Background: an optimization exercise with open tools, aiming at small area, a short achievable clock period and few clock cycles per item. Do not read the settings as production practice. Only simulation tests tie the RTL to the original design; equivalence was not proved. Power and IR drop assume default switching activity.

==> flow/design.v, too long to show whole: its modules and the start of the top module <==
// module pow5_pipelined_valid: 31 lines
// module pow5_logic: 2232 lines
module pow5_pipelined_valid
#(
  parameter DATA_WIDTH = 8
)
(
  input  logic                      clk_i,
  input  logic                      rst_i,
  input  logic [DATA_WIDTH-1:0]     pow_data_i,
  input  logic                      data_valid_i,
  output logic [(5*DATA_WIDTH)-1:0] pow_data_o,
  output logic                      data_valid_o
);
  // ...
==> flow/run.sh <==
#!/bin/bash
# synth_recipe.tcl (not shown) runs the flow's synth.tcl, then flattens the netlist and writes it again
# the make line also repeats each setting of config.mk as NAME=value (left out here)
make -C /OpenROAD-flow-scripts/flow DESIGN_CONFIG=/design/flow/config.mk WORK_HOME=/design/flow/orfs CLKGATE_MAP_FILE= SYNTH_SCRIPT=/design/flow/synth_recipe.tcl finish
==> flow/config.mk <==
export PLATFORM = sky130hd
export DESIGN_NAME = pow5_pipelined_valid
export DESIGN_NICKNAME = pow5_pipelined_valid
export VERILOG_FILES = /design/flow/design.v
export SDC_FILE = /design/flow/constraint.sdc
export NUM_CORES = 4
export LEC_CHECK = 0
export CAP_MARGIN = 20
export CORE_MARGIN = 2
export CORE_UTILIZATION = 20
export PLACE_DENSITY = 0.3
export SETUP_SLACK_MARGIN = 3.2
export SLEW_MARGIN = 20
==> flow/constraint.sdc <==
create_clock -name core_clock -period 5.5 [get_ports {clk_i}]
set_input_delay 1.1000 -clock core_clock [delete_from_list [all_inputs] [get_ports {clk_i}]]
set_output_delay 1.1000 -clock core_clock [all_outputs]
set_load 0.01 [all_outputs]
==> impl_results.md, run 1 <==
* Status: finished clean
* Deepest level of the CTS H-tree at 3
* Clock group share of total power at 0.251
* Post-detailed-route count of antenna-violating nets at 0
* Area of the multi-input gates at 6710 µm²
* Routed wirelength normalized by instance count at 46.0 µm
* Core box area at roughly 40,000 µm²
* CP max-delay cell: a2bb2oi_1
* CTS tree: built
* Post-route DRC at 0
* Clock network share of area at 0.0261
* HPWL after DPL at 55.4 mm
* Commonest cells after routing, fill and taps aside: nand2_1 (108), a21oi_1 (103), o21ai_0 (94)
* Commonest cells post-synth: nand2_1 (116), nor2_1 (115), a21oi_1 (111)
* Power Sequential at 540 µW
* Part of the power in registers at 0.229
* CTS sink cnt at slightly above 60
* Proportion of synthesized area in mux cells at 0.00402
* Max layer used: met5
* Final Slew Violations at 0
* Portion of the post-synthesis area used by sequential elements at 0.155
* Worst skew pair latency at 0.39 ns
* Destination of the critical timing path: pow_ff[28]$_DFF_P_
* Top cell category: multi-input gates
* Overall routed net length at 83.6 mm
Testbench counts, summed over its fixed seeds: cycles 16,008, items 16,000.
==> run 2: changes to the inputs <==
--- a/flow/config.mk
+++ b/flow/config.mk
@@ -5,6 +5,7 @@
 export SDC_FILE = /design/flow/constraint.sdc
 export NUM_CORES = 4
 export LEC_CHECK = 0
+export ABC_AREA = 1
 export CAP_MARGIN = 20
 export CORE_MARGIN = 2
 export CORE_UTILIZATION = 20
==> run 2 against run 1 <==
Still clean on timing, DRC and antenna. Via count fell by 3.3%. Non-clock buffer count is 47 lower. Worst hold slack improved by 0.0030 ns. Final cell count is 8.3% higher. Register-to-register slack improved by 0.03 ns. Largest power group unchanged.
==> impl_results.md, run 2 <==
* Pin count of the biggest net entering global routing at 57
* Dominant cell by count in the synthesized netlist: nand2_1
* Commonest cells post-synth: nand2_1 (441), nand3_1 (272), nor2_1 (165)
* Synth cell types at 39
* Adder-cell share of the synthesized area at 0.00337
* Syn. warnings at 2
* Drt first-iter violations at 2,257
* Post-synthesis instance area at 7440 µm²
* Number of flip-flops under the largest register name at 40
* Grt total ovfl at 0
* Arr. time, crit path at 2.70 ns
* Final standard cell count with taps included and fillers excluded at 1,967
* Die Y at 197 µm
* Post-route DRC at 0 (unchanged)
* CTS buffer count at 9
* First-pass GRT wire length at approximately 110 mm
* Net count of the finished layout at approximately 1,500
* Dominant cell type by area after synthesis: nand2_1
* Initial antenna violation count at 3
* Count of endpoints failing hold in the final timing report at 0
* Proportion of synthesized area in mux cells at 0 (-0.00402)
* Tightest slew margin relative to the limit at 0.325
* Setup Skew at 0.0120 ns
* RSZ-0062 raised after global routing: yes
* Yosys top cell area share at 0.223
* Worst min-delay path category: register to register
* Buffer depth of the longest clock path at 2
* Cell leakage power at 4.53 nW
* Clock input transition at the sequential cells of the worst setup and hold paths at 0.07 ns
* Number of synthesized flops with an enable pin at 0
* Share of layout cells above drive strength 1 at 0.179
* Top post-synthesis cells by area: nand2_1 (22%), nand3_1 (18%), dfxtp_1 (16%)
* Least-Margin Pin Slew at 1.01 ns
* Die boundary width at approximately 200 µm
* HPWL after DPL at 62.2 mm (+12%)
* Category of the critical setup timing path: register to register
* Standard-cell rows at 70
* Placer congestion estimate at approximately 1.2
* Deepest level of the CTS H-tree at 3 (unchanged)
* Delay of the slowest cell on the worst path at roughly 0.37 ns
* Initial Util at 0.203
* Fraction of registers with async set/reset at 0.0323
* Crit Path Max Fanout at 19
* Number of global-route vias before repair at 12,126
* Final-report setup violation count at 0
* Global router's overall resource usage at 0.439
* Routed vias at between 10,000 and 15,000
* Post-detailed-route count of antenna-violating nets at 0 (unchanged)
* Layout-stage area growth over the synthesis result at 32.7%
* Avg Inst Size Synth at 5.21 µm²
* Initial DRT Pass Iterations at 6
* Main flop type after synthesis: dfxtp_1
* Max frequency at ~0.41 GHz
* Required time worst endpoint at 5.77 ns
* Number of top-level pins at 52
* Cells after synthesis at 1,427
* Status: finished clean
* Overall die area at between 30,000 and 40,000 µm²
* Largest family of logic cells by synthesized area: simple AND/OR/NAND/NOR gates
* Worst skew pair latency at 0.39 ns (about the same)
* CTS tree: built
* Power density over cell area at 238 nW/µm²
* Count of input and output buffers at 51
* Crit end category: register
* VDD IR-drop max at around 0.00017 V
* Core box area at 36,600 µm² (-8.1%)
* CP max-delay cell: nand2_2
* Filler cell count in the final layout at roughly 4,300
* Placed Instances at between 1,500 and 2,000
* Largest register by flop count: pow_ff
* Max-capacitance violation count at 0
* Root Buffer Master: clkbuf_16
* Xor-xnor portion of the synthesized cell area at 0.00353
* Most common cell after layout, fill and taps aside: nand2_1
* Cell with the most instances on the worst path: nand2_1
* Sort of element at the start of the critical path: register
* Flip-flop and latch count after synthesis at 62
* Post-DR vias/cell at 6.56
* Portion of the post-synthesis area used by sequential elements at 0.168 (+0.0137)
* Clock period minus final worst setup slack at around 2.4 ns
* Overall routed net length at 85.6 mm (+2.5%)
* Setup TNS Final at 0 ns
* Commonest cells after routing, fill and taps aside: nand2_1 (399), nand3_1 (263), nor2_1 (130)
* Share of the cycle needed by the critical path after routing at 0.441
* Final Slew Violations at 0 (unchanged)
* Fraction of the mapped netlist area in compound gates at 0.165
* CTS sink cnt at 62 (unchanged)
* Routed wirelength normalized by instance count at 43.5 µm (-5.3%)
* List of cells traversed by the critical path: buf_12, inv_8, nand2_2, clkinvlp_4, buf_4, o211ai_1, nand4_1, nand2_1, nand2_1
* Number of nets in the synthesized netlist at 1,440
* Area share of and/or/nand/nor cells after synthesis at 0.551
-- run 2: cell types whose count changed in the layout (fill, tap and decap cells not counted), moves of 20 or more --
cell / change
a31oi_1: -20
buf_4: -36
inv_1: +68
nand2_1: +291
nand2_2: +30
nand3_1: +221
nor2_1: +40
nor3_1: -37
o21ai_0: -24
-- run 2: layer usage --
metal,routed length (µm),track usage,vias to the layer above
li1,-,-,4901
met1,31400,0.519,6165
met2,32400,0.599,1371
met3,12500,0.208,466
met4,9330,0.356,2
met5,13,0,-
-- run 2: what timing repair did --
item                                    in CTS  in global routing
cloned                                       1                  0
endpoints found under the setup margin      77                 31
buffers inserted                            25                 11
hold buffers                                 0                  0
resized for setup                          199                 79
pin swaps                                    4                  7
-- run 2: worst max-delay path, delay by kind of cell (launching register included) --
kind                   cells  cell delay, ns
and+or+nand+nor            4            0.93
AOI/OAI and AO/OA          1            0.23
buffers and inverters      4            0.78
DFF                        1            0.34
-- run 2: final cells by class --
type | instances | area [µm²] | area share
clock inverters | 7 | 61.3 | 0.00621
diodes | 1 | 2.50 | 0.000254
flip-flops and latches | 62 | 1280 | 0.130
well taps | 468 | 586 | 0.0593
clock buffers | 9 | 225 | 0.0228
multi-input cells | 1176 | 5940 | 0.602
repair buffers | 128 | 1240 | 0.126
inverters | 116 | 533 | 0.0540
-- run 2: stage by stage --
| stage | total power, mW | hold slack (ns) | worst slack, ns | utilization | instance area (µm²) |
|---|---|---|---|---|---|
| after global routing | 2.37 | 0.367 | 3.11 | 0.269 | 9870 |
| after detailed placement | 1.55 | 0.346 | 1.92 | 0.231 | 8470 |
| after global placement | 1.59 | 0.342 | 1.84 | 0.231 | 8450 |
| final | 2.35 | 0.358 | 3.07 | 0.270 | 9870 |
| after CTS | 2.23 | 0.361 | 3.11 | 0.259 | 9490 |
| after floorplan | 0.999 | 0.331 | 3.96 | - | 7440 |
-- run 2: report_power, final --
group	internal (mW)	total, mW	leakage [nW]	switching [mW]
Combinational	0.282	1.18	3.86	0.898
Sequential	0.496	0.540	0.530	0.0441
Clock	0.316	0.625	0.143	0.310
-- run 2: path summary, 6_finish.rpt --
path                                 startpoint              endpoint  slack [ns]  cells past startpoint
setup reg to reg              u_pow5.p5$_DFF_P_    pow_ff[20]$_DFF_P_        3.07                      9
min in group asynchronous                 rst_i  valid_2_ff$_DFF_PP0_        0.87                      2
setup / recovery              u_pow5.p5$_DFF_P_    pow_ff[20]$_DFF_P_        3.07                      9
hold / removal             valid_1_ff$_DFF_PP0_  valid_2_ff$_DFF_PP0_        0.36                      0
max in group asynchronous                 rst_i  valid_1_ff$_DFF_PP0_        4.53                      2
hold reg to reg            valid_1_ff$_DFF_PP0_  valid_2_ff$_DFF_PP0_        0.36                      0
-- run 2: cell families (layout without fill, tap and decap cells) --
logic type      Yosys count  in the layout
other cells               0              1
flops                    62             62
compound gates          224            224
buf+inv                 189            260
fa+ha+maj                 2              2
xor+xnor                  3              3
simple gates            947            947
==> run 3: changes to the inputs <==
--- a/flow/config.mk
+++ b/flow/config.mk
@@ -10,5 +10,5 @@
 export CORE_MARGIN = 2
 export CORE_UTILIZATION = 20
 export PLACE_DENSITY = 0.3
-export SETUP_SLACK_MARGIN = 3.2
+export SETUP_SLACK_MARGIN = 3.4
 export SLEW_MARGIN = 20
==> run 3 against run 2 <==
Wire length up 3.9%. Design area up 15%. Sequential cell count is the same. Register-to-register slack improved by 0.16 ns. First-iteration DRC count rose by 13%. Utilization rose by 4.0 points. Highest routed layer unchanged. Final cell count grew 4.2%.
==> impl_results.md, run 3 <==
* Post-synthesis instance area at 7440 µm² (unchanged)
* Commonest cells after routing, fill and taps aside: nand2_1 (373), nand3_1 (260), nor2_1 (112), buf_4 (112), a21oi_1 (79)
* Largest register by flop count: pow_ff
* Routed wirelength normalized by instance count at 43.4 µm (-0.22%)
* Die Y at 197 µm (unchanged)
* Fraction of registers with async set/reset at 0.0323 (unchanged)
* Dominant cell type by area after synthesis: nand2_1
* First-pass GRT wire length at 113 mm (+0.53%)
* CTS tree: built
* CTS buffer count at 9 (unchanged)
* Filler cell count in the final layout at 4,246 (-1.4%)
* Overall die area at 38,700 µm² (unchanged)
* Routed vias at 13,423 (+4.0%)
* Worst Hold Path EP: valid_2_ff$_DFF_PP0_
* Deepest level of the CTS H-tree at 3 (unchanged)
* Synth cell types at 39 (unchanged)
* Buffer depth of the longest clock path at 2 (unchanged)
* Post-route DRC at 0 (unchanged)
* Share of layout cells above drive strength 1 at 0.266 (+0.0869)
* Most common cell after layout, fill and taps aside: nand2_1
* Status: finished clean
* Grt total ovfl at 0 (unchanged)
* Worst skew pair latency at 0.39 ns (about the same)
* Cell leakage power at 5.13 nW (+13%)
* Setup slack of the most critical reg-to-reg path at 3.23 ns (+0.16 ns)
* Category of the critical setup timing path: register to register
* Power density over cell area at 221 nW/µm² (-7.1%)
* Core box area at 36,600 µm² (unchanged)
* Final Slew Violations at 0 (unchanged)
* Syn. warnings at 2 (unchanged)
* Pin count of the biggest net entering global routing at 57 (unchanged)
* Initial Util at 0.203 (unchanged)
* Main flop type after synthesis: dfxtp_1
* Clock period minus final worst setup slack at 2.27 ns (-0.161 ns)
* Worst min-delay path category: register to register
* Initial antenna violation count at 7 (+4)
* Worst Reg2Reg Path Length in Cells at 9 (unchanged)
* Global router's overall resource usage at 0.441 (+0.00239)
* Number of top-level pins at 52 (unchanged)
* HPWL after DPL at 62.2 mm (unchanged)
* Tightest slew margin relative to the limit at 0.428 (+0.103)
* Net count of the finished layout at 1,588 (+5.4%)
* Placer congestion estimate at 1.18 (unchanged)
* Avg Inst Size Synth at 5.21 µm² (unchanged)
* Clock input transition at the sequential cells of the worst setup and hold paths at 0.08 ns (about the same)
* Initial DRT Pass Iterations at 12 (+6)
* Post-detailed-route count of antenna-violating nets at 0 (unchanged)
* Max-capacitance violation count at 0 (unchanged)
* Number of global-route vias before repair at 12,393 (+2.2%)
* Post-DR vias/cell at 6.55 (-0.15%)
* Required time worst endpoint at 5.79 ns (+0.02 ns)
* Overall routed net length at 89.0 mm (+3.9%)
* Number of synthesized flops with an enable pin at 0 (unchanged)
* Critical hold path startpoint: valid_1_ff$_DFF_PP0_
* VDD IR-drop max at 0.000175 V (+2.4%)
* Count of endpoints failing hold in the final timing report at 0 (unchanged)
* Share of the cycle needed by the critical path after routing at 0.412 (-0.0293)
* Reg-to-reg startpoint: u_pow5.p3$_DFF_P_
* Count of input and output buffers at 51 (unchanged)
* Dominant cell by count in the synthesized netlist: nand2_1
* Sort of element at the start of the critical path: register
* Max frequency at 0.441 GHz (+7.1%)
* CTS sink cnt at 62 (unchanged)
* Crit end category: register
* Root Buffer Master: clkbuf_16
* Number of flip-flops under the largest register name at 40 (unchanged)
* Final design instance area without fill at 11,300 µm² (+15%)
* Arr. time, crit path at 2.55 ns (-0.15 ns)
* Final-report setup violation count at 0 (unchanged)
* Crit Path Max Fanout at 7 (-12)
* Setup TNS Final at 0 ns (unchanged)
* Commonest cells post-synth: nand2_1 (441), nand3_1 (272), nor2_1 (165)
* Drt first-iter violations at 2,543 (+13%)
* R2r endpoint: pow_ff[12]$_DFF_P_
* RSZ-0062 raised after global routing: yes
* Least-Margin Pin Slew at 0.857 ns (-0.148 ns)
* Worst Hold Depth at 0 (unchanged)
* Number of nets in the synthesized netlist at 1,440 (unchanged)
* Top post-synthesis cells by area: nand2_1 (22%), nand3_1 (18%), dfxtp_1 (16%)
* Post-Place Cell Area at 8470 µm² (unchanged)
* Die boundary width at 197 µm (unchanged)
* Layout-stage area growth over the synthesis result at 52.2%
* Standard-cell rows at 70 (unchanged)
* Setup Skew at 0.0132 ns (+0.00116 ns)
* Portion of the post-synthesis area used by sequential elements at 0.168 (unchanged)
* Cells after synthesis at 1,427 (unchanged)
* Flip-flop and latch count after synthesis at 62 (unchanged)
* Yosys top cell area share at 0.223 (unchanged)
[run 3: changes by cell type in the layout (fill, tap and decap cells not counted), moves of 12 or more]
| cell | before | now |
|---|---|---|
| nor2_1 | 130 | 112 |
| dlygate4sd2_1 | 41 | 27 |
| nand2_2 | 35 | 47 |
| nand2_1 | 399 | 373 |
| buf_12 | 8 | 23 |
| buf_4 | 54 | 112 |
| nor2_4 | 24 | 41 |
[run 3: metrics by stage]
step                 util  total power [mW]  worst slack, ns  hold slack [ns]  instances
floorplan               -             0.999             3.96            0.331       1427
global placement    0.231              1.59             1.84            0.342       1911
detailed placement  0.231              1.55             1.92            0.346       1913
CTS                 0.276              2.28             3.24            0.361       1985
global route        0.309              2.51             3.23            0.367       2048
finish              0.309              2.50             3.23            0.358       2049
[run 3: critical path, stage by stage, from the launching register on]
cell       delay (ns)
dfxtp_4          0.40
clkbuf_16        0.21
nand2_8          0.18
nor2_1           0.12
nor3_2           0.64
buf_2            0.29
nand3b_1         0.12
nand4_1          0.09
nand2_1          0.06
nand2_1          0.05
[run 3: kinds of logic (layout without fill, tap and decap cells)]
logic type	Yosys count	in the layout	synth area share
AO/OA/AOI/OAI	224	224	0.165
other	0	1	0
buffers and inverters	189	342	0.109
flip-flops	62	62	0.168
XOR/XNOR	3	3	0.00353
AND/OR/NAND/NOR	947	947	0.551
adder cells (fa/ha/maj)	2	2	0.00336
[run 3: final cells by class]
type,instances,area (µm²),area share
multi-input combinational,1176,6340,0.561
antenna,1,2.50,0.000221
sequential,62,1300,0.115
tap,468,586,0.0518
timing repair buffer,209,2200,0.194
timing repair inverter,1,8.76,0.000774
clock buffer,9,225,0.0199
clock inverter,7,61.3,0.00542
inverter,116,588,0.0520
[run 3: metal layers]
metal  share of wire  track usage  wire length, µm  vias to the layer above
li1                -            -                -                     5090
met1            0.36        0.519            32100                     6277
met2            0.37        0.599            33100                     1470
met3            0.15        0.208            13600                      574
met4            0.11        0.374             9980                       12
met5          0.0023      0.00894              202                        -
[run 3: where the power goes]
group          total [mW]  leakage (nW)  internal, mW  switching, mW
clock               0.628         0.143         0.316          0.313
combinational        1.33          4.45         0.367          0.963
sequential          0.539         0.532         0.494         0.0449
[run 3: worst max-delay path by stage]
| stage | from | end | slack, ns | depth (start not counted) |
|---|---|---|---|---|
| after CTS | u_pow5.p17$_DFF_P_ | pow_ff[15]$_DFF_P_ | 3.24 | 10 |
| final | u_pow5.p3$_DFF_P_ | pow_ff[12]$_DFF_P_ | 3.23 | 9 |
| after global routing | u_pow5.p3$_DFF_P_ | pow_ff[12]$_DFF_P_ | 3.23 | 9 |
| after global placement | u_pow5.p17$_DFF_P_ | pow_ff[15]$_DFF_P_ | 1.84 | 10 |
| after detailed placement | u_pow5.p17$_DFF_P_ | pow_ff[15]$_DFF_P_ | 1.92 | 10 |
| after floorplan | pow_data_i[0] | u_pow5.p16$_DFF_P_ | 3.96 | 3 |
[run 3: timing repair]
| item | 4_1_cts | 5_1_grt |
|---|---|---|
| pin swaps | 9 | 30 |
| buffers inserted | 55 | 56 |
| hold buffers | 0 | 0 |
| gates resized for setup | 306 | 160 |
| endpoints found under the setup margin | 77 | 42 |
| gates cloned | 1 | 7 |
==> run 4: changes to the inputs <==
--- a/flow/config.mk
+++ b/flow/config.mk
@@ -10,5 +10,6 @@
 export CORE_MARGIN = 2
 export CORE_UTILIZATION = 20
 export PLACE_DENSITY = 0.3
-export SETUP_SLACK_MARGIN = 3.4
+export SETUP_SLACK_MARGIN = 3.2
 export SLEW_MARGIN = 20
+export TNS_END_PERCENT = 5
==> run 4 against run 3 <==
Die area unchanged. Register-to-register slack worse by 0.25 ns. Clock power is essentially flat. Design area down 13%. Critical path depth grew 2. Wire length is 2.8% lower. Final cell count shrank 3.9%. Clock skew is 0.0022 ns lower. Synthesized area unchanged. Sequential share of layout area rose by 1.6 points. Worst hold slack hardly changed. Largest cell class unchanged. Highest routed layer unchanged.
==> impl_results.md, run 4 <==
* Flip-flop and latch count after synthesis at 62 (unchanged)
* Post-synthesis instance area at 7440 µm² (unchanged)
* Standard-cell rows at 70 (unchanged)
* Yosys top cell area share at 0.223 (unchanged)
* Crit Path Max Fanout at 13 (+6)
* Least-Margin Pin Slew at 0.981 ns (+0.124 ns)
* Fraction of power consumed by combinational cells at 0.506 (-0.027)
* Cell leakage power at 4.46 nW (-13%)
* Post-route DRC at 0 (unchanged)
* Final Slew Violations at 0 (unchanged)
* Number of nets in the synthesized netlist at 1,440 (unchanged)
* Main flop type after synthesis: dfxtp_1
* Dominant cell by count in the synthesized netlist: nand2_1
* Area of the multi-input gates at 5830 µm² (-8.1%)
* Area share of and/or/nand/nor cells after synthesis at 0.551 (unchanged)
* Commonest cells post-synth: nand2_1 (441), nand3_1 (272), nor2_1 (165)
* Deepest level of the CTS H-tree at 3 (unchanged)
* Status: finished clean
* Number of global-route vias before repair at 12,033 (-2.9%)
* Switch share at 0.529 (+0.000732)
* Pin count of the biggest net entering global routing at 57 (unchanged)
* Proportion of synthesized area in mux cells at 0 (unchanged)
* Setup TNS Final at 0 ns (unchanged)
* Cells after synthesis at 1,427 (unchanged)
* Drt first-iter violations at 2,312 (-9.1%)
* Tightest slew margin relative to the limit at 0.342 (-0.0864)
* Crit end category: register
* Final-layout worst hold slack at 0.359 ns (+0.000165 ns)
* Clock input transition at the sequential cells of the worst setup and hold paths at 0.08 ns (about the same)
* Dominant cell type by area after synthesis: nand2_1
* Placed Instances at 1,913 (unchanged)
* Worst min-delay path category: register to register
* Core box area at 36,600 µm² (unchanged)
* Worst Reg2Reg Path Length in Cells at 11 (+2)
* Root Buffer Master: clkbuf_16
* Initial Util at 0.203 (unchanged)
* Initial DRT Pass Iterations at 11 (-1)
* Count of input and output buffers at 51 (unchanged)
* Die boundary width at 197 µm (unchanged)
* Hold bufs inserted after CTS at 0 (unchanged)
* First-pass GRT wire length at 112 mm (-1.0%)
* Share of the cycle needed by the critical path after routing at 0.457 (+0.0449)
* Final standard cell count with taps included and fillers excluded at 1,969 (-3.9%)
* Top post-synthesis cells by area: nand2_1 (22%), nand3_1 (18%), dfxtp_1 (16%)
* CTS buffer count at 9 (unchanged)
* Clock group share of total power at 0.265 (+0.013)
* Net switching power at 1.26 mW (-4.8%)
* Layout-stage area growth over the synthesis result at 32.2%
* Largest register by flop count: pow_ff
* Routed vias at 12,888 (-4.0%)
* Global router's overall resource usage at 0.438 (-0.00377)
* Largest family of logic cells by synthesized area: simple AND/OR/NAND/NOR gates
* Initial antenna violation count at 3 (-4)
* Portion of the post-synthesis area used by sequential elements at 0.168 (unchanged)
* Max frequency at 0.398 GHz (-9.8%)
* Die Y at 197 µm (unchanged)
* Buffer depth of the longest clock path at 2 (unchanged)
* Required time worst endpoint at 5.76 ns (-0.03 ns)
* Synth cell types at 39 (unchanged)
* Adder-cell share of the synthesized area at 0.00337 (unchanged)
* Number of top-level pins at 52 (unchanged)
* Post-DR vias/cell at 6.55 (about the same)
* Count of endpoints failing hold in the final timing report at 0 (unchanged)
* Part of the power in registers at 0.228 (+0.012)
* Category of the critical setup timing path: register to register
* Syn. warnings at 2 (unchanged)
* Number of flip-flops under the largest register name at 40 (unchanged)
* Filler cell count in the final layout at 4,285 (+0.92%)
* HPWL after DPL at 62.2 mm (unchanged)
* Avg Inst Size Synth at 5.21 µm² (unchanged)
* Sequential cell area in the final layout at 1280 µm² (-1.3%)
* Arr. time, crit path at 2.77 ns (+0.22 ns)
* Grt total ovfl at 0 (unchanged)
* Max-capacitance violation count at 0 (unchanged)
* Overall die area at 38,700 µm² (unchanged)
* Placer congestion estimate at 1.18 (unchanged)
* Routed wirelength normalized by instance count at 43.9 µm (+1.1%)
* Worst Hold Depth at 0 (unchanged)
* Total power consumption of the routed design at 2.37 mW (-5.0%)
* Clock period minus final worst setup slack at 2.51 ns (+0.247 ns)
* Sort of element at the start of the critical path: register
* CTS sink cnt at 62 (unchanged)
* Commonest cells after routing, fill and taps aside: nand2_1 (405), nand3_1 (266), nor2_1 (132)
* Most common cell after layout, fill and taps aside: nand2_1
* RSZ-0062 raised after global routing: yes
* Share of layout cells above drive strength 1 at 0.167 (-0.0984)
* Post-detailed-route count of antenna-violating nets at 0 (unchanged)
* Utilization after layout at 0.269 (-0.0405)
* Xor-xnor portion of the synthesized cell area at 0.00353 (unchanged)
* Fraction of registers with async set/reset at 0.0323 (unchanged)
* Fraction of the mapped netlist area in compound gates at 0.165 (unchanged)
* Net count of the finished layout at 1,507 (-5.1%)
* VDD IR-drop max at 0.000177 V (+0.96%)
* Setup Skew at 0.0110 ns (-0.00216 ns)
* Internal Dissipation at 1.12 mW (-5.1%)
* CTS tree: built
* Overall routed net length at 86.5 mm (-2.8%)
* Final-report setup violation count at 0 (unchanged)
* Power density over cell area at 241 nW/µm² (+9.4%)
* Worst skew pair latency at 0.40 ns (about the same)
* Number of synthesized flops with an enable pin at 0 (unchanged)
==> run 4: through the flow <==
step	instance area, µm²	setup WS, ns
3_3_place_gp	8450	1.84
6_report	9830	2.99
4_1_cts	9390	3.09
5_1_grt	9830	3.05
3_5_place_dp	8470	1.92
2_1_floorplan	7440	3.96
==> run 4: area by class of cell <==
type                    instances  area share
well taps                     468      0.0596
clock inverters                 7     0.00624
clock buffers                   9      0.0229
diodes                          2    0.000509
flip-flops and latches         62       0.131
multi-input cells            1176       0.593
inverters                     116      0.0538
repair buffers                129       0.133
==> run 4: final timing paths <==
path                                       from              endpoint  slack (ns)
max                           u_pow5.p8$_DFF_P_    pow_ff[32]$_DFF_P_        2.99
min                        valid_1_ff$_DFF_PP0_  valid_2_ff$_DFF_PP0_        0.36
max reg2reg                   u_pow5.p8$_DFF_P_    pow_ff[32]$_DFF_P_        2.99
min reg2reg                valid_1_ff$_DFF_PP0_  valid_2_ff$_DFF_PP0_        0.36
max in group asynchronous                 rst_i  valid_2_ff$_DFF_PP0_        4.54
min in group asynchronous                 rst_i  valid_1_ff$_DFF_PP0_        0.86
==> run 4: power by group through the flow <==
stage | Combinational [mW] | Clock [mW] | Sequential [mW]
finish | 1.20 | 0.630 | 0.542
global route | 1.19 | 0.656 | 0.544
CTS | 1.06 | 0.640 | 0.540
detailed placement | 0.998 | 0 | 0.550
global placement | 1.04 | 0 | 0.551
floorplan | 0.458 | 0 | 0.542
==> run 4: what timing repair did <==
| item | CTS | global route |
|---|---|---|
| resized for setup | 127 | 87 |
| buffers inserted | 25 | 11 |
| setup endpoints to repair | 77 | 73 |
| cloned | 0 | 2 |
| pin swaps | 3 | 8 |
==> run 4: cell families (layout without fill, tap and decap cells) <==
| family | after synthesis | in the layout |
|---|---|---|
| AND/OR/NAND/NOR | 947 | 947 |
| buffers and inverters | 189 | 261 |
| XOR/XNOR | 3 | 3 |
| adder cells (fa/ha/maj) | 2 | 2 |
| AO/OA/AOI/OAI | 224 | 224 |
| flip-flops | 62 | 62 |
| other | 0 | 2 |
==> run 4: layer usage <==
metal / GRT usage / vias to the layer above / part of all wire
li1: - / 4916 / -
met1: 0.519 / 6087 / 0.37
met2: 0.599 / 1393 / 0.38
met3: 0.205 / 490 / 0.15
met4: 0.350 / 2 / 0.11
met5: 0 / - / 0.00010
==> run 4: worst max-delay path, stage by stage (launching register included) <==
cell        delay (ns)
dfxtp_1           0.31
buf_4             0.31
clkinvlp_4        0.16
buf_4             0.20
nand2_1           0.24
nand2_1           0.19
inv_1             0.29
o21ai_0           0.25
nand3_1           0.15
nand4_1           0.08
nand3_1           0.09
nand2_1           0.09
==> run 5: changes to the inputs <==
--- a/flow/config.mk
+++ b/flow/config.mk
@@ -9,7 +9,7 @@
 export CAP_MARGIN = 20
 export CORE_MARGIN = 2
 export CORE_UTILIZATION = 20
+export GPL_TIMING_DRIVEN = 0
 export PLACE_DENSITY = 0.3
 export SETUP_SLACK_MARGIN = 3.2
 export SLEW_MARGIN = 20
-export TNS_END_PERCENT = 5
==> run 5 against run 4 <==
Die area is the same. First-iteration DRC count grew 24%. Clock skew grew 0.012 ns. Synthesized cell count is the same. Sequential cell count is the same. Total power grew 3.9%. Register-to-register slack gained 0.04 ns. Synthesized area is the same. Wire length grew 10%. Utilization grew 0.61 points. Critical path depth shrank 2.
==> impl_results.md, run 5 <==
* Number of synthesized flops with an enable pin at 0 (unchanged)
* Commonest cells post-synth: nand2_1 (441), nand3_1 (272), nor2_1 (165)
* Standard-cell rows at 70 (unchanged)
* Crit Path Max Fanout at 7 (-6)
* Critical hold path startpoint: valid_1_ff$_DFF_PP0_
* Global router's overall resource usage at 0.487 (+0.0493)
* Clock group share of total power at 0.269 (+0.004)
* Net switching power at 1.31 mW (+4.5%)
* HPWL after DPL at 70.3 mm (+13%)
* Worst Hold Path EP: valid_2_ff$_DFF_PP0_
* Count of input and output buffers at 51 (unchanged)
* Fraction of power consumed by combinational cells at 0.519 (+0.013)
* Final-report setup violation count at 0 (unchanged)
* Final design instance area without fill at 10,100 µm² (+2.3%)
* Reg-to-reg startpoint: u_pow5.p10$_DFF_P_
* Routed vias at 13,407 (+4.0%)
* Net count of the finished layout at 1,541 (+2.3%)
* Drt first-iter violations at 2,863 (+24%)
* Die Y at 197 µm (unchanged)
* Main flop type after synthesis: dfxtp_1
* Top post-synthesis cells by area: nand2_1 (22%), nand3_1 (18%), dfxtp_1 (16%)
* First-pass GRT wire length at 122 mm (+8.6%)
* Least-Margin Pin Slew at 1.20 ns (+0.215 ns)
* Post-Place Worst Slack at 2.04 ns (+0.125 ns)
* Max frequency at 0.405 GHz (+1.8%)
* Count of endpoints failing hold in the final timing report at 0 (unchanged)
* Clock period minus final worst setup slack at 2.47 ns (-0.0437 ns)
* Number of nets in the synthesized netlist at 1,440 (unchanged)
* Part of the power in registers at 0.211 (-0.017)
* Clock input transition at the sequential cells of the worst setup and hold paths at 0.07 ns (about the same)
* Status: finished clean
* Yosys top cell area share at 0.223 (unchanged)
* Post-DR vias/cell at 6.68 (+2.1%)
* RSZ-0062 raised after global routing: yes
* Synth cell types at 39 (unchanged)
* Post-synthesis instance area at 7440 µm² (unchanged)
* Grt total ovfl at 0 (unchanged)
* Portion of the post-synthesis area used by sequential elements at 0.168 (unchanged)
* Largest register by flop count: pow_ff
* Max-capacitance violation count at 0 (unchanged)
* Initial Util at 0.203 (unchanged)
* Fraction of registers with async set/reset at 0.0323 (unchanged)
* Filler cell count in the final layout at 4,386 (+2.4%)
* Layout-stage area growth over the synthesis result at 35.2%
* Post-detailed-route count of antenna-violating nets at 0 (unchanged)
* Pin count of the biggest net entering global routing at 13 (-77%)
* Root Buffer Master: clkbuf_16
* Routed wirelength normalized by instance count at 47.4 µm (+8.0%)
* Initial DRT Pass Iterations at 8 (-3)
* Worst Reg2Reg Path Length in Cells at 9 (-2)
* Deepest level of the CTS H-tree at 3 (unchanged)
* Arr. time, crit path at 2.78 ns (about the same)
* Placer congestion estimate at 1.15 (-2.3%)
* VDD IR-drop max at 0.000182 V (+2.8%)
* Post-Place Cell Area at 8580 µm² (+1.3%)
* Worst min-delay path category: register to register
* CTS tree: built
* Final-layout worst hold slack at 0.363 ns (+0.00406 ns)
* Total power consumption of the routed design at 2.47 mW (+3.9%)
* Overall die area at 38,700 µm² (unchanged)
* Die boundary width at 197 µm (unchanged)
* Setup Skew at 0.0231 ns (+0.0120 ns)
* Syn. warnings at 2 (unchanged)
* Dominant cell type by area after synthesis: nand2_1
* Sequential cell area in the final layout at 1260 µm² (-1.8%)
* Core box area at 36,600 µm² (unchanged)
* Initial antenna violation count at 12 (+9)
* Internal Dissipation at 1.15 mW (+3.1%)
* Crit end category: register
* Sort of element at the start of the critical path: register
* Power density over cell area at 245 nW/µm² (+1.6%)
* Buffer depth of the longest clock path at 2 (unchanged)
* Share of the cycle needed by the critical path after routing at 0.449 (-0.00795)
* Avg Inst Size Synth at 5.21 µm² (unchanged)
* Setup slack of the most critical reg-to-reg path at 3.03 ns (+0.04 ns)
* Commonest cells after routing, fill and taps aside: nand2_1 (385), nand3_1 (266), nor2_1 (128)
* Hold bufs inserted after CTS at 0 (unchanged)
* Switch share at 0.533 (+0.00349)
* Flip-flop and latch count after synthesis at 62 (unchanged)
* Tightest slew margin relative to the limit at 0.203 (-0.139)
* Overall routed net length at 95.1 mm (+10%)
* Required time worst endpoint at 5.81 ns (+0.05 ns)
* Area of the multi-input gates at 6010 µm² (+3.0%)
* Most common cell after layout, fill and taps aside: nand2_1
* Dominant cell by count in the synthesized netlist: nand2_1
* Number of flip-flops under the largest register name at 40 (unchanged)
* Setup TNS Final at 0 ns (unchanged)
* Post-route DRC at 0 (unchanged)
* Worst Hold Depth at 0 (unchanged)
* Number of top-level pins at 52 (unchanged)
* Worst setup margin at 3.03 ns (+0.0437 ns)
* Cell leakage power at 4.66 nW (+4.4%)
* CTS buffer count at 9 (unchanged)
* Category of the critical setup timing path: register to register
* Number of global-route vias before repair at 12,365 (+2.8%)
* R2r endpoint: pow_ff[18]$_DFF_P_
* CTS sink cnt at 62 (unchanged)
* Final Slew Violations at 0 (unchanged)
* Cells after synthesis at 1,427 (unchanged)
* Share of layout cells above drive strength 1 at 0.189 (+0.0217)
* Worst skew pair latency at 0.42 ns (+0.02 ns)
## run 5: cell counts after synthesis
No cell type changed its count.
## run 5: final cells by class
type	count	area share
Tap cell	468	0.0582
Sequential cell	62	0.125
Inverter	116	0.0506
Clock buffer	10	0.0238
Antenna cell	5	0.00124
Buffer	73	0.0540
Clock inverter	6	0.00697
Timing Repair Buffer	90	0.0821
Multi-Input combinational cell	1176	0.598
## run 5: through the flow
step | std cells | utilization
6_report | 2006 | 0.275
5_1_grt | 2001 | 0.274
4_1_cts | 1989 | 0.261
3_5_place_dp | 1949 | 0.234
3_3_place_gp | 1946 | 0.233
2_1_floorplan | 1427 | -
## run 5: repair_timing
action,4_1_cts,5_1_grt
setup buffers,24,12
gates resized for setup,209,119
gates cloned,0,0
pin swaps,6,7
endpoints found under the setup margin,75,28
## run 5: metal layers
metal	vias to the layer above	track usage	wire length, µm
li1	4989	-	-
met1	6361	0.551	33700
met2	1519	0.653	35200
met3	532	0.272	15400
met4	6	0.416	10700
met5	-	0.0153	37
## run 5: power by group through the flow
| stage | combinational, mW | clock (mW) | sequential [mW] |
|---|---|---|---|
| finish | 1.28 | 0.664 | 0.521 |
| floorplan | 0.458 | 0 | 0.542 |
| CTS | 1.12 | 0.672 | 0.518 |
| global route | 1.25 | 0.686 | 0.526 |
| detailed placement | 1.07 | 0 | 0.527 |
| global placement | 1.11 | 0 | 0.525 |
## run 5: how the worst max path moves through the flow
stage                                  start            endpoint
after floorplan                pow_data_i[0]  u_pow5.p16$_DFF_P_
after global placement     u_pow5.p8$_DFF_P_  pow_ff[16]$_DFF_P_
after detailed placement   u_pow5.p8$_DFF_P_  pow_ff[24]$_DFF_P_
after CTS                 u_pow5.p20$_DFF_P_  pow_ff[19]$_DFF_P_
after global routing      u_pow5.p10$_DFF_P_  pow_ff[18]$_DFF_P_
final                     u_pow5.p10$_DFF_P_  pow_ff[18]$_DFF_P_
## run 5: worst max-delay path, stage by stage, from the launching register on
cell and delay (ns):
dfxtp_1 0.30, clkbuf_4 0.28, inv_1 0.43, nand2_2 0.28
a21oi_1 0.40, nand2_1 0.14, nand4_1 0.30, nand2_1 0.08
nand2_1 0.11, nor2_1 0.05
## run 5: cell families (layout without fill, tap and decap cells)
group	count (synthesis)	after routing	synth area share
AO/OA/AOI/OAI	224	224	0.165
XOR/XNOR	3	3	0.00353
adder cells (fa/ha/maj)	2	2	0.00336
buffers and inverters	189	295	0.109
flip-flops	62	62	0.168
other	0	5	0
AND/OR/NAND/NOR	947	947	0.551
==> run 6: changes to the inputs <==
--- a/flow/config.mk
+++ b/flow/config.mk
@@ -8,8 +8,7 @@
 export ABC_AREA = 1
 export CAP_MARGIN = 20
 export CORE_MARGIN = 2
-export CORE_UTILIZATION = 20
-export GPL_TIMING_DRIVEN = 0
-export PLACE_DENSITY = 0.3
+export CORE_UTILIZATION = 25
+export PLACE_DENSITY = 0.4
 export SETUP_SLACK_MARGIN = 3.2
 export SLEW_MARGIN = 20
==> run 6 against run 5 <==
Still clean on timing, DRC and antenna. Sequential cell count did not move. Global-route usage rose by 1.3 points. Critical path depth fell by 2. Sequential share of layout area rose by 1.2 points. Utilization rose by 4.5 points. Non-clock buffer count fell by 39. Worst hold slack got worse by 0.0085 ns. First-iteration DRC count rose by 9.4%. Fmax fell by 6.4%. Register-to-register slack got worse by 0.17 ns. Combinational power fell by 13%. Design area fell by 6.4%. Critical path type unchanged. Largest cell class unchanged. Largest power group unchanged.
==> impl_results.md, run 6 <==
* Total power consumption of the routed design at 2.32 mW (-6.0%)
* Portion of the post-synthesis area used by sequential elements at 0.168 (unchanged)
* Number of synthesized flops with an enable pin at 0 (unchanged)
* Status: finished clean
* Avg Inst Size Synth at 5.21 µm² (unchanged)
* HPWL after DPL at 54.9 mm (-22%)
* List of cells traversed by the critical path: inv_1, nand2_1, nand2_2, o211ai_1, nand4_1, nand2_1, nand2_1
* Category of the critical setup timing path: register to register
* Most common cell after layout, fill and taps aside: nand2_1
* Clock period minus final worst setup slack at 2.64 ns (+0.169 ns)
* Final Slew Violations at 0 (unchanged)
* Met1 Use GR at 0.560 (+0.00904)
* Commonest cells after routing, fill and taps aside: nand2_1 (409), nand3_1 (268), nor2_1 (137)
* Layout-stage area growth over the synthesis result at 26.6%
* Overall routed net length at 79.3 mm (-17%)
* Switch share at 0.518 (-0.0145)
* Setup TNS Final at 0 ns (unchanged)
* Fraction of power consumed by combinational cells at 0.482 (-0.037)
* Initial Util at 0.252 (+0.0491)
* Placer congestion estimate at 1.21 (+5.8%)
* Initial DRT Pass Iterations at 14 (+6)
* CTS tree: built
* Global router's overall resource usage at 0.500 (+0.0133)
* Share of layout cells above drive strength 1 at 0.157 (-0.0319)
* Pin count of the biggest net entering global routing at 43 (+30)
* Cell with the most instances on the worst path: nand2_1
* Power density over cell area at 246 nW/µm² (+0.48%)
* Routed wirelength normalized by instance count at 42.0 µm (-11%)
* Net switching power at 1.20 mW (-8.5%)
* Drt first-iter violations at 3,133 (+9.4%)
* Crit end category: register
* Die Y at 176 µm (-10%)
* Required time worst endpoint at 5.77 ns (-0.04 ns)
* Cells after synthesis at 1,427 (unchanged)
* Final-report setup violation count at 0 (unchanged)
* Dominant cell type by area after synthesis: nand2_1
* Overall die area at 31,100 µm² (-20%)
* Grt total ovfl at 0 (unchanged)
* Arr. time, crit path at 2.91 ns (+0.13 ns)
* Internal Dissipation at 1.12 mW (-3.0%)
* Standard-cell rows at 63 (-10%)
* Die boundary width at 176 µm (-10%)
* Worst min-delay path category: register to register
* Share of the cycle needed by the critical path after routing at 0.480 (+0.0308)
* Setup Skew at 0.0177 ns (-0.00538 ns)
* Post-DR vias/cell at 7.07 (+5.8%)
* Part of the power in registers at 0.234 (+0.023)
* Main flop type after synthesis: dfxtp_1
* Count of endpoints failing hold in the final timing report at 0 (unchanged)
* Number of top-level pins at 52 (unchanged)
* Number of flip-flops under the largest register name at 40 (unchanged)
* Crit Path Max Fanout at 8 (+1)
* Met2 Usage GRT at 0.652 (-0.000702)
* Yosys top cell area share at 0.223 (unchanged)
* Largest register by flop count: pow_ff
* Count of input and output buffers at 51 (unchanged)
* Met3 capacity usage during global routing at 0.327 (+0.0551)
* Most Used Layer, Global Route: met2
* Buffer depth of the longest clock path at 2 (unchanged)
* First-pass GRT wire length at 104 mm (-14%)
* Hold bufs inserted after CTS at 0 (unchanged)
* Clock input transition at the sequential cells of the worst setup and hold paths at 0.06 ns (about the same)
* Deepest level of the CTS H-tree at 3 (unchanged)
* Routed vias at 13,354 (-0.40%)
* Syn. warnings at 2 (unchanged)
* Commonest cells post-synth: nand2_1 (441), nand3_1 (272), nor2_1 (165)
* Root Buffer Master: clkbuf_16
* Synth cell types at 39 (unchanged)
* Max frequency at 0.379 GHz (-6.4%)
* Number of global-route vias before repair at 12,130 (-1.9%)
* Tightest slew margin relative to the limit at 0.204 (+0.00124)
* Post-route DRC at 0 (unchanged)
* Placed Instances at 1,828 (-6.2%)
* Worst skew pair latency at 0.40 ns (-0.02 ns)
* Sort of element at the start of the critical path: register
* Initial antenna violation count at 6 (-6)
* Dominant cell by count in the synthesized netlist: nand2_1
* Core box area at 29,500 µm² (-19%)
* Worst Reg2Reg Path Length in Cells at 7 (-2)
* Delay of the slowest cell on the worst path at 1.01 ns (+0.58 ns)
* Flip-flop and latch count after synthesis at 62 (unchanged)
* Max-capacitance violation count at 0 (unchanged)
* CTS sink cnt at 62 (unchanged)
* VDD IR-drop max at 0.000159 V (-13%)
* Post-detailed-route count of antenna-violating nets at 0 (unchanged)
* Least-Margin Pin Slew at 1.19 ns (-0.00709 ns)
* Cell leakage power at 4.46 nW (-4.4%)
* RSZ-0062 raised after global routing: yes
* Final standard cell count with taps included and fillers excluded at 1,889 (-5.8%)
* Number of nets in the synthesized netlist at 1,440 (unchanged)
* Net count of the finished layout at 1,502 (-2.5%)
* Post-synthesis instance area at 7440 µm² (unchanged)
* Top post-synthesis cells by area: nand2_1 (22%), nand3_1 (18%), dfxtp_1 (16%)
* Fraction of registers with async set/reset at 0.0323 (unchanged)
* Clock group share of total power at 0.284 (+0.015)
* Worst Hold Depth at 0 (unchanged)
* CP max-delay cell: o211ai_1
* CTS buffer count at 9 (unchanged)
run 6: cell counts after synthesis:
No cell type changed its count.
run 6: critical path: cells and delay by family (launching register included):
kind                   cells  cell delay [ns]
buffers and inverters      1             0.16
AND/OR/NAND/NOR            5             0.77
flip-flops                 1             0.57
AO/OA/AOI/OAI              1             1.01
run 6: logic make-up (layout without fill, tap and decap cells):
kind of cell / after synthesis / in the layout / synth area share
other cells: 0 / 5 / 0
compound gates: 224 / 224 / 0.165
fa+ha+maj: 2 / 2 / 0.00336
buf+inv: 189 / 256 / 0.109
simple gates: 947 / 947 / 0.551
xor+xnor: 3 / 3 / 0.00353
flops: 62 / 62 / 0.168
run 6: layout make-up:
type	instances	area, µm²
clock inverters	7	77.6
fillers	3516	20100
multi-input cells	1176	5700
well taps	390	488
diodes	5	12.5
flip-flops and latches	62	1290
repair buffers	124	1130
clock buffers	9	225
inverters	116	487
run 6: power by group through the flow:
stage / clock network [mW] / registers (mW) / logic (mW)
floorplan: 0 / 0.542 / 0.458
global placement: 0 / 0.555 / 0.972
detailed placement: 0 / 0.554 / 0.933
CTS: 0.659 / 0.538 / 0.952
global route: 0.678 / 0.544 / 1.09
finish: 0.658 / 0.543 / 1.12
run 6: metal layers:
metal | vias up | wire, µm | share of wire
li1 | 4887 | - | -
met1 | 6201 | 27000 | 0.34
met2 | 1657 | 28800 | 0.36
met3 | 603 | 14400 | 0.18
met4 | 6 | 8960 | 0.11
met5 | - | 85 | 0.0011
run 6: stage by stage:
step                      hold slack (ns)  area [µm²]  setup WS, ns   util
after floorplan                     0.331        7440          3.96      -
after global placement              0.340        8320          1.70  0.282
after detailed placement            0.343        8320          2.23  0.282
after CTS                           0.358        8970          3.17  0.304
after global routing                0.360        9400          2.99  0.319
final                               0.354        9410          2.86  0.319
run 6: path summary, 6_finish.rpt:
check,from,endpoint,slack [ns]
worst max register to register,u_pow5.p11$_DFF_P_,pow_ff[20]$_DFF_P_,2.86
worst min register to register,valid_1_ff$_DFF_PP0_,valid_2_ff$_DFF_PP0_,0.35
max in group asynchronous,rst_i,valid_1_ff$_DFF_PP0_,4.54
worst min-delay path,valid_1_ff$_DFF_PP0_,valid_2_ff$_DFF_PP0_,0.35
worst max-delay path,u_pow5.p11$_DFF_P_,pow_ff[20]$_DFF_P_,2.86
min in group asynchronous,rst_i,valid_2_ff$_DFF_PP0_,0.86
run 6: timing repair:
item                                    CTS  global route
setup buffers                            16            23
pin swaps                                 1             5
gates resized for setup                 132            71
cloned                                    0             1
endpoints found under the hold margin     0             0
endpoints found under the setup margin   76            30
==> run 7: changes to the inputs <==
--- a/flow/config.mk
+++ b/flow/config.mk
@@ -8,7 +8,7 @@
 export ABC_AREA = 1
 export CAP_MARGIN = 20
 export CORE_MARGIN = 2
-export CORE_UTILIZATION = 25
-export PLACE_DENSITY = 0.4
-export SETUP_SLACK_MARGIN = 3.2
+export CORE_UTILIZATION = 20
+export PLACE_DENSITY = 0.3
+export SETUP_SLACK_MARGIN = 3.0
 export SLEW_MARGIN = 20
==> run 7 against run 6 <==
Sequential power about the same. First-iteration DRC count decreased by 27%. Still clean on timing, DRC and antenna. Clock power is 4.9% lower. Combinational power up 4%. Critical endpoint is now pow_ff[18]$_DFF_P_.
==> impl_results.md, run 7 <==
* Status: finished clean
* Share of the cycle needed by the critical path after routing at 0.494 (+0.0138)
* Clock period minus final worst setup slack at 2.71 ns (+0.0758 ns)
* Setup TNS Final at 0 ns (unchanged)
* Pin count of the biggest net entering global routing at 57 (+33%)
* Post-detailed-route count of antenna-violating nets at 0 (unchanged)
* Dominant cell type by area after synthesis: nand2_1
* Net count of the finished layout at 1,496 (-0.40%)
* Worst skew pair latency at 0.39 ns (about the same)
* CTS sink cnt at 62 (unchanged)
* Number of synthesized flops with an enable pin at 0 (unchanged)
* Die boundary width at 197 µm (+12%)
* Share of layout cells above drive strength 1 at 0.142 (-0.0148)
* Critical hold path startpoint: valid_1_ff$_DFF_PP0_
* Most common cell after layout, fill and taps aside: nand2_1
* Required time worst endpoint at 5.81 ns (+0.04 ns)
* Cells after synthesis at 1,427 (unchanged)
* CTS tree: built
* Largest register by flop count: pow_ff
* Dominant cell by count in the synthesized netlist: nand2_1
* Category of the critical setup timing path: register to register
* Clock input transition at the sequential cells of the worst setup and hold paths at 0.07 ns (about the same)
* Synth cell types at 39 (unchanged)
* Initial DRT Pass Iterations at 7 (-7)
* Commonest cells after routing, fill and taps aside: nand2_1 (413), nand3_1 (270), nor2_1 (139)
* Final Slew Violations at 0 (unchanged)
* Count of endpoints failing hold in the final timing report at 0 (unchanged)
* Portion of the post-synthesis area used by sequential elements at 0.168 (unchanged)
* Post-synthesis instance area at 7440 µm² (unchanged)
* Root Buffer Master: clkbuf_16
* Drt first-iter violations at 2,286 (-27%)
* Worst setup path startpoint: u_pow5.p8$_DFF_P_
* First-pass GRT wire length at 111 mm (+6.7%)
* Routed wirelength normalized by instance count at 43.5 µm (+3.6%)
* Deepest level of the CTS H-tree at 3 (unchanged)
* Top post-synthesis cells by area: nand2_1 (22%), nand3_1 (18%), dfxtp_1 (16%)
* Number of flip-flops under the largest register name at 40 (unchanged)
* Final-layout worst hold slack at 0.359 ns (+0.00460 ns)
* Setup slack of the most critical reg-to-reg path at 2.79 ns (-0.08 ns)
* Syn. warnings at 2 (unchanged)
* CTS buffer count at 9 (unchanged)
* Number of top-level pins at 52 (unchanged)
* Placer congestion estimate at 1.18 (-3.2%)
* Crit Path Max Fanout at 13 (+5)
* Commonest cells post-synth: nand2_1 (441), nand3_1 (272), nor2_1 (165)
* Fraction of registers with async set/reset at 0.0323 (unchanged)
* Post-route DRC at 0 (unchanged)
* VDD IR-drop max at 0.000171 V (+7.7%)
* Sort of element at the start of the critical path: register
* Grt total ovfl at 0 (unchanged)
* Standard-cell rows at 70 (+11%)
* Overall die area at 38,700 µm² (+24%)
* CP max-delay cell: nor2_1
* Number of global-route vias before repair at 11,967 (-1.3%)
* Layout-stage area growth over the synthesis result at 26.9%
* Die Y at 197 µm (+12%)
* Arr. time, crit path at 3.02 ns (+0.11 ns)
* Main flop type after synthesis: dfxtp_1
* Core box area at 36,600 µm² (+24%)
* Routed vias at 12,738 (-4.6%)
* Yosys top cell area share at 0.223 (unchanged)
* Avg Inst Size Synth at 5.21 µm² (unchanged)
* Hold bufs inserted after CTS at 0 (unchanged)
* Reg-to-reg startpoint: u_pow5.p8$_DFF_P_
* Power density over cell area at 247 nW/µm² (+0.15%)
* Initial antenna violation count at 2 (-4)
* Max frequency at 0.368 GHz (-2.8%)
* Post-DR vias/cell at 6.51 (-8.0%)
* Overall routed net length at 85.2 mm (+7.4%)
* Setup Skew at 0.0137 ns (-0.00400 ns)
* Worst min-delay path category: register to register
* Cell leakage power at 4.34 nW (-2.8%)
* Total power consumption of the routed design at 2.33 mW (+0.39%)
* Max-capacitance violation count at 0 (unchanged)
* RSZ-0062 raised after global routing: yes
* Initial Util at 0.203 (-0.0491)
* Least-Margin Pin Slew at 1.06 ns (-0.128 ns)
* List of cells traversed by the critical path: buf_4, nor2_1, nor2_1, inv_1, nand2_1, nand3_1, nand2_1, inv_1, nand2_1, nand2_1, nand2_1, nor2_1
* Buffer depth of the longest clock path at 2 (unchanged)
* Flip-flop and latch count after synthesis at 62 (unchanged)
* Final-report setup violation count at 0 (unchanged)
* Count of input and output buffers at 51 (unchanged)
* Cell with the most instances on the worst path: nand2_1
* HPWL after DPL at 62.2 mm (+13%)
* Delay of the slowest cell on the worst path at 0.84 ns (-0.17 ns)
* Tightest slew margin relative to the limit at 0.290 (+0.0860)
* Global router's overall resource usage at 0.434 (-0.0664)
* Crit end category: register
* Number of nets in the synthesized netlist at 1,440 (unchanged)
[run 7: cell counts after synthesis]
Identical to the previous run, type by type.
[run 7: path summary, 6_finish.rpt]
| path | end | cells past startpoint |
|---|---|---|
| min reg2reg | valid_2_ff$_DFF_PP0_ | 0 |
| max in group asynchronous | valid_1_ff$_DFF_PP0_ | 2 |
| min in group asynchronous | valid_2_ff$_DFF_PP0_ | 2 |
| max reg2reg | pow_ff[18]$_DFF_P_ | 12 |
| max | pow_ff[18]$_DFF_P_ | 12 |
| min | valid_2_ff$_DFF_PP0_ | 0 |
[run 7: cell type report]
cell class | instances | area (µm²)
antenna | 2 | 5.00
tap | 468 | 586
timing repair buffer | 118 | 1150
fill | 4313 | 27200
clock inverter | 7 | 61.3
sequential | 62 | 1270
multi-input combinational | 1176 | 5640
clock buffer | 9 | 225
inverter | 116 | 494
[run 7: per-stage QoR]
stage	area, µm²	setup WS (ns)	utilization	std cells
detailed placement	8470	1.92	0.231	1913
finish	9430	2.79	0.258	1958
global route	9430	2.91	0.258	1956
CTS	9210	2.95	0.251	1948
floorplan	7440	3.96	-	1427
global placement	8450	1.84	0.231	1911
[run 7: logic make-up (layout without fill, tap and decap cells)]
family / Yosys count / in the layout / synth area share
AO/OA/AOI/OAI: 224 / 224 / 0.165
XOR/XNOR: 3 / 3 / 0.00353
adder cells (fa/ha/maj): 2 / 2 / 0.00336
buffers and inverters: 189 / 250 / 0.109
flip-flops: 62 / 62 / 0.168
other: 0 / 2 / 0
AND/OR/NAND/NOR: 947 / 947 / 0.551
[run 7: repair_timing]
item,CTS,global route
buffers inserted,19,8
setup endpoints to repair,36,29
resized for setup,87,43
pin swaps,2,4
[run 7: routing by layer]
| layer | GRT usage | vias up | share of wire |
|---|---|---|---|
| li1 | - | 4878 | - |
| met1 | 0.519 | 6046 | 0.37 |
| met2 | 0.603 | 1357 | 0.39 |
| met3 | 0.195 | 453 | 0.15 |
| met4 | 0.329 | 4 | 0.099 |
| met5 | 0 | - | 0.00023 |
[run 7: report_power, final]
part | internal [mW] | switching (mW)
Combinational | 0.287 | 0.872
Clock | 0.316 | 0.311
Sequential | 0.497 | 0.0454
Total | 1.10 | 1.23
[run 7: critical path: cells and delay by family (launching register included)]
family / cells / cell delay, ns
flops: 1 / 0.30
buf+inv: 3 / 0.52
simple gates: 9 / 1.81
==> run 8: changes to the inputs <==
--- a/flow/config.mk
+++ b/flow/config.mk
@@ -10,5 +10,5 @@
 export CORE_MARGIN = 2
 export CORE_UTILIZATION = 20
 export PLACE_DENSITY = 0.3
-export SETUP_SLACK_MARGIN = 3.0
+export SETUP_SLACK_MARGIN = 3.3
 export SLEW_MARGIN = 20
==> run 8 against run 7 <==
Still clean. Utilization grew 3.0 points. Via count grew 4.9%. Wire length grew 2.1%. Synthesized area is the same. Combinational power grew 8%. Clock-buffer cell count is the same. Global-route usage grew 1.2 points. Sequential power is essentially flat. Register-to-register slack gained 0.34 ns. Critical path depth shrank 4. Sequential share of layout area shrank 1.2 points.
==> impl_results.md, run 8 <==
* Least-Margin Pin Slew at 1.08 ns (+0.0166 ns)
* Worst min-delay path category: register to register
* Area of the multi-input gates at 6080 µm² (+7.9%)
* Grt total ovfl at 0 (unchanged)
* Routed wirelength normalized by instance count at 43.3 µm (-0.55%)
* Category of the critical setup timing path: register to register
* Crit Path Max Fanout at 9 (-4)
* Pin count of the biggest net entering global routing at 57 (unchanged)
* Buffer depth of the longest clock path at 2 (unchanged)
* Portion of the post-synthesis area used by sequential elements at 0.168 (unchanged)
* Worst Hold Depth at 0 (unchanged)
* Largest family of logic cells by synthesized area: simple AND/OR/NAND/NOR gates
* Cell type group with the largest total delay on the critical path: simple AND/OR/NAND/NOR gates
* Proportion of synthesized area in mux cells at 0 (unchanged)
* Status: finished clean
* Post-detailed-route count of antenna-violating nets at 0 (unchanged)
* Post-Place Cell Area at 8470 µm² (unchanged)
* Hold bufs inserted after CTS at 0 (unchanged)
* First-pass GRT wire length at 114 mm (+2.5%)
* Cells after synthesis at 1,427 (unchanged)
* Main flop type after synthesis: dfxtp_1
* Final design instance area without fill at 10,500 µm² (+12%)
* Root Buffer Master: clkbuf_16
* Arr. time, crit path at 2.62 ns (-0.40 ns)
* List of cells traversed by the critical path: nand2_2, clkinv_2, nand2_2, nand3_1, nand3_1, nand3_1, nor2_1, a21oi_1
* Yosys top cell area share at 0.223 (unchanged)
* Dominant cell by count in the synthesized netlist: nand2_1
* Required time worst endpoint at 5.74 ns (-0.07 ns)
* Xor-xnor portion of the synthesized cell area at 0.00353 (unchanged)
* Cell with the most instances on the worst path: nand3_1
* Worst Reg2Reg Path Length in Cells at 8 (-4)
* Flip-flop and latch count after synthesis at 62 (unchanged)
* Overall die area at 38,700 µm² (unchanged)
* Number of top-level pins at 52 (unchanged)
* Count of input and output buffers at 51 (unchanged)
* Deepest level of the CTS H-tree at 3 (unchanged)
* Worst skew pair latency at 0.39 ns (about the same)
* Synth cell types at 39 (unchanged)
* Die Y at 197 µm (unchanged)
* Worst Hold Path EP: valid_2_ff$_DFF_PP0_
* Reg-to-reg startpoint: u_pow5.p15$_DFF_P_
* Post-DR vias/cell at 6.65 (+2.1%)
* Power density over cell area at 229 nW/µm² (-7.3%)
* Avg Inst Size Synth at 5.21 µm² (unchanged)
* Drt first-iter violations at 2,490 (+8.9%)
* CTS sink cnt at 62 (unchanged)
* Initial Util at 0.203 (unchanged)
* Max frequency at 0.421 GHz (+14%)
* Placer congestion estimate at 1.18 (unchanged)
* Overall routed net length at 87.0 mm (+2.1%)
* Post-route DRC at 0 (unchanged)
* Top post-synthesis cells by area: nand2_1 (22%), nand3_1 (18%), dfxtp_1 (16%)
* Share of layout cells above drive strength 1 at 0.214 (+0.0720)
* Net count of the finished layout at 1,547 (+3.4%)
* Fraction of registers with async set/reset at 0.0323 (unchanged)
* Area share of and/or/nand/nor cells after synthesis at 0.551 (unchanged)
* Clock input transition at the sequential cells of the worst setup and hold paths at 0.07 ns (about the same)
* Layout-stage area growth over the synthesis result at 41.6%
* CTS tree: built
* Max-capacitance violation count at 0 (unchanged)
* Clock period minus final worst setup slack at 2.38 ns (-0.338 ns)
* Critical hold path startpoint: valid_1_ff$_DFF_PP0_
* Tightest slew margin relative to the limit at 0.277 (-0.0133)
* Most common cell after layout, fill and taps aside: nand2_1
* VDD IR-drop max at 0.000176 V (+3.3%)
* Delay of the slowest cell on the worst path at 0.46 ns (-0.38 ns)
* Crit end category: register
* Sequential cell area in the final layout at 1290 µm² (+1.6%)
* Total power consumption of the routed design at 2.41 mW (+3.5%)
* Final-report setup violation count at 0 (unchanged)
* CTS buffer count at 9 (unchanged)
* Final Slew Violations at 0 (unchanged)
* Setup TNS Final at 0 ns (unchanged)
* Core box area at 36,600 µm² (unchanged)
* Setup Skew at 0.0126 ns (-0.00114 ns)
* Count of endpoints failing hold in the final timing report at 0 (unchanged)
* Initial DRT Pass Iterations at 7 (unchanged)
* Initial antenna violation count at 3 (+1)
* Buffering stage count on the worst path with inverters included at 1 (-2)
* Commonest cells after routing, fill and taps aside: nand2_1 (391), nand3_1 (263), nor2_1 (123)
* Adder-cell share of the synthesized area at 0.00337 (unchanged)
* R2r endpoint: pow_ff[9]$_DFF_P_
* Share of the cycle needed by the critical path after routing at 0.432 (-0.0614)
* Routed vias at 13,364 (+4.9%)
* Die boundary width at 197 µm (unchanged)
* HPWL after DPL at 62.2 mm (unchanged)
* Post-synthesis instance area at 7440 µm² (unchanged)
* Commonest cells post-synth: nand2_1 (441), nand3_1 (272), nor2_1 (165)
* Setup slack of the most critical reg-to-reg path at 3.12 ns (+0.34 ns)
* Number of flip-flops under the largest register name at 40 (unchanged)
* Fraction of the mapped netlist area in compound gates at 0.165 (unchanged)
* CP max-delay cell: dfxtp_2
* Number of global-route vias before repair at 12,233 (+2.2%)
* Number of synthesized flops with an enable pin at 0 (unchanged)
* Filler cell count in the final layout at 4,278 (-0.81%)
* Largest register by flop count: pow_ff
* Syn. warnings at 2 (unchanged)
* Standard-cell rows at 70 (unchanged)
* RSZ-0062 raised after global routing: yes
* Global router's overall resource usage at 0.446 (+0.0116)
* Cell leakage power at 4.83 nW (+11%)
* Sort of element at the start of the critical path: register
* Number of nets in the synthesized netlist at 1,440 (unchanged)
* Dominant cell type by area after synthesis: nand2_1
## run 8: cell families (layout without fill, tap and decap cells)
logic type               after synthesis  in the layout
other                                  0              4
XOR/XNOR                               3              3
adder cells (fa/ha/maj)                2              2
AND/OR/NAND/NOR                      947            947
flip-flops                            62             62
buffers and inverters                189            301
AO/OA/AOI/OAI                        224            224
## run 8: routing by layer
metal | up-vias | track usage | wire [µm]
met1 | 6428 | 0.530 | 31900
li1 | 4997 | - | -
met4 | 6 | 0.374 | 9370
met5 | - | 0 | 40
met3 | 470 | 0.208 | 13000
met2 | 1463 | 0.600 | 32700
## run 8: worst max path at each step
stage                  startpoint                 end  slack, ns  cells past startpoint
2_1_floorplan       pow_data_i[0]  u_pow5.p16$_DFF_P_       3.96                      3
3_3_place_gp   u_pow5.p17$_DFF_P_  pow_ff[15]$_DFF_P_       1.84                     10
3_5_place_dp   u_pow5.p17$_DFF_P_  pow_ff[15]$_DFF_P_       1.92                     10
4_1_cts        u_pow5.p17$_DFF_P_  pow_ff[15]$_DFF_P_       3.22                     10
5_1_grt        u_pow5.p15$_DFF_P_   pow_ff[9]$_DFF_P_       3.16                      8
6_report       u_pow5.p15$_DFF_P_   pow_ff[9]$_DFF_P_       3.12                      8
## run 8: final cells by class
cell class / count / share of cell area
Timing Repair Buffer: 169 / 0.164
Inverter: 116 / 0.0520
Clock inverter: 7 / 0.00582
Multi-Input combinational cell: 1176 / 0.578
Clock buffer: 9 / 0.0214
Antenna cell: 4 / 0.000950
Sequential cell: 62 / 0.123
Tap cell: 468 / 0.0556
## run 8: per-stage QoR
stage	util	worst slack (ns)	cells	hold slack, ns
6_report	0.288	3.12	2011	0.359
2_1_floorplan	-	3.96	1427	0.331
3_5_place_dp	0.231	1.92	1913	0.346
3_3_place_gp	0.231	1.84	1911	0.342
5_1_grt	0.287	3.16	2007	0.367
4_1_cts	0.269	3.22	1971	0.361
## run 8: timing repair
| item | in CTS | in global routing |
|---|---|---|
| setup buffers | 40 | 36 |
| cloned | 2 | 0 |
| setup endpoints to repair | 77 | 29 |
| pin swaps | 7 | 11 |
| resized for setup | 251 | 92 |
## run 8: power by group
part | switching (mW) | internal, mW | leakage, nW
registers | 0.0452 | 0.495 | 0.531
clock network | 0.306 | 0.315 | 0.143
logic | 0.924 | 0.324 | 4.16
total | 1.28 | 1.13 | 4.83
## run 8: worst reg2reg max path: cells and delay by family (launching register included)
| kind | cells | cell delay (ns) |
|---|---|---|
| and+or+nand+nor | 6 | 1.38 |
| DFF | 1 | 0.46 |
| buffers and inverters | 1 | 0.35 |
| AOI/OAI and AO/OA | 1 | 0.05 |

==> port drivers added, routing unchanged <==
The results above use ideal ports. As a check the final layouts listed here were re-extracted and re-timed, cells and wires unchanged.
Step 1 sets driving cells, clkbuf_16 on the clock port and buf_2 on the other inputs (assumed; they add their load-dependent delay and slew).
Step 2 times the ports against the registers' clock, not the clock port: input delays grow and output delays shrink by t, the midpoint of the rising clock arrivals with the driver on.
a / b / c = ideal / step 1 / step 2; a / b = the first two.
| run | t (ns) | slack for setup (ns) | hold slack, ns | slew at the worst register clock pin (ns) | pins driven straight from the clock port |
|---|---|---|---|---|---|
| run 1 | 0.435 | 3.046 / 3.046 / 3.046 | 0.355 / 0.355 / 0.355 | 0.07 / 0.07 | 1 |
| run 2 | 0.444 | 3.073 / 3.073 / 3.073 | 0.358 / 0.358 / 0.358 | 0.08 / 0.08 | 1 |
| run 3 | 0.443 | 3.234 / 3.234 / 3.234 | 0.358 / 0.358 / 0.358 | 0.08 / 0.08 | 1 |
| run 4 | 0.451 | 2.987 / 2.987 / 2.987 | 0.359 / 0.359 / 0.359 | 0.08 / 0.08 | 1 |
| run 5 | 0.459 | 3.031 / 3.031 / 3.031 | 0.363 / 0.363 / 0.363 | 0.08 / 0.08 | 1 |
| run 6 | 0.448 | 2.861 / 2.861 / 2.861 | 0.354 / 0.354 / 0.354 | 0.08 / 0.08 | 1 |
| run 7 | 0.447 | 2.785 / 2.785 / 2.785 | 0.359 / 0.359 / 0.359 | 0.08 / 0.08 | 1 |
| run 8 | 0.440 | 3.123 / 3.123 / 3.123 | 0.359 / 0.359 / 0.359 | 0.08 / 0.08 | 1 |
After both steps setup and hold are still met in every run listed.
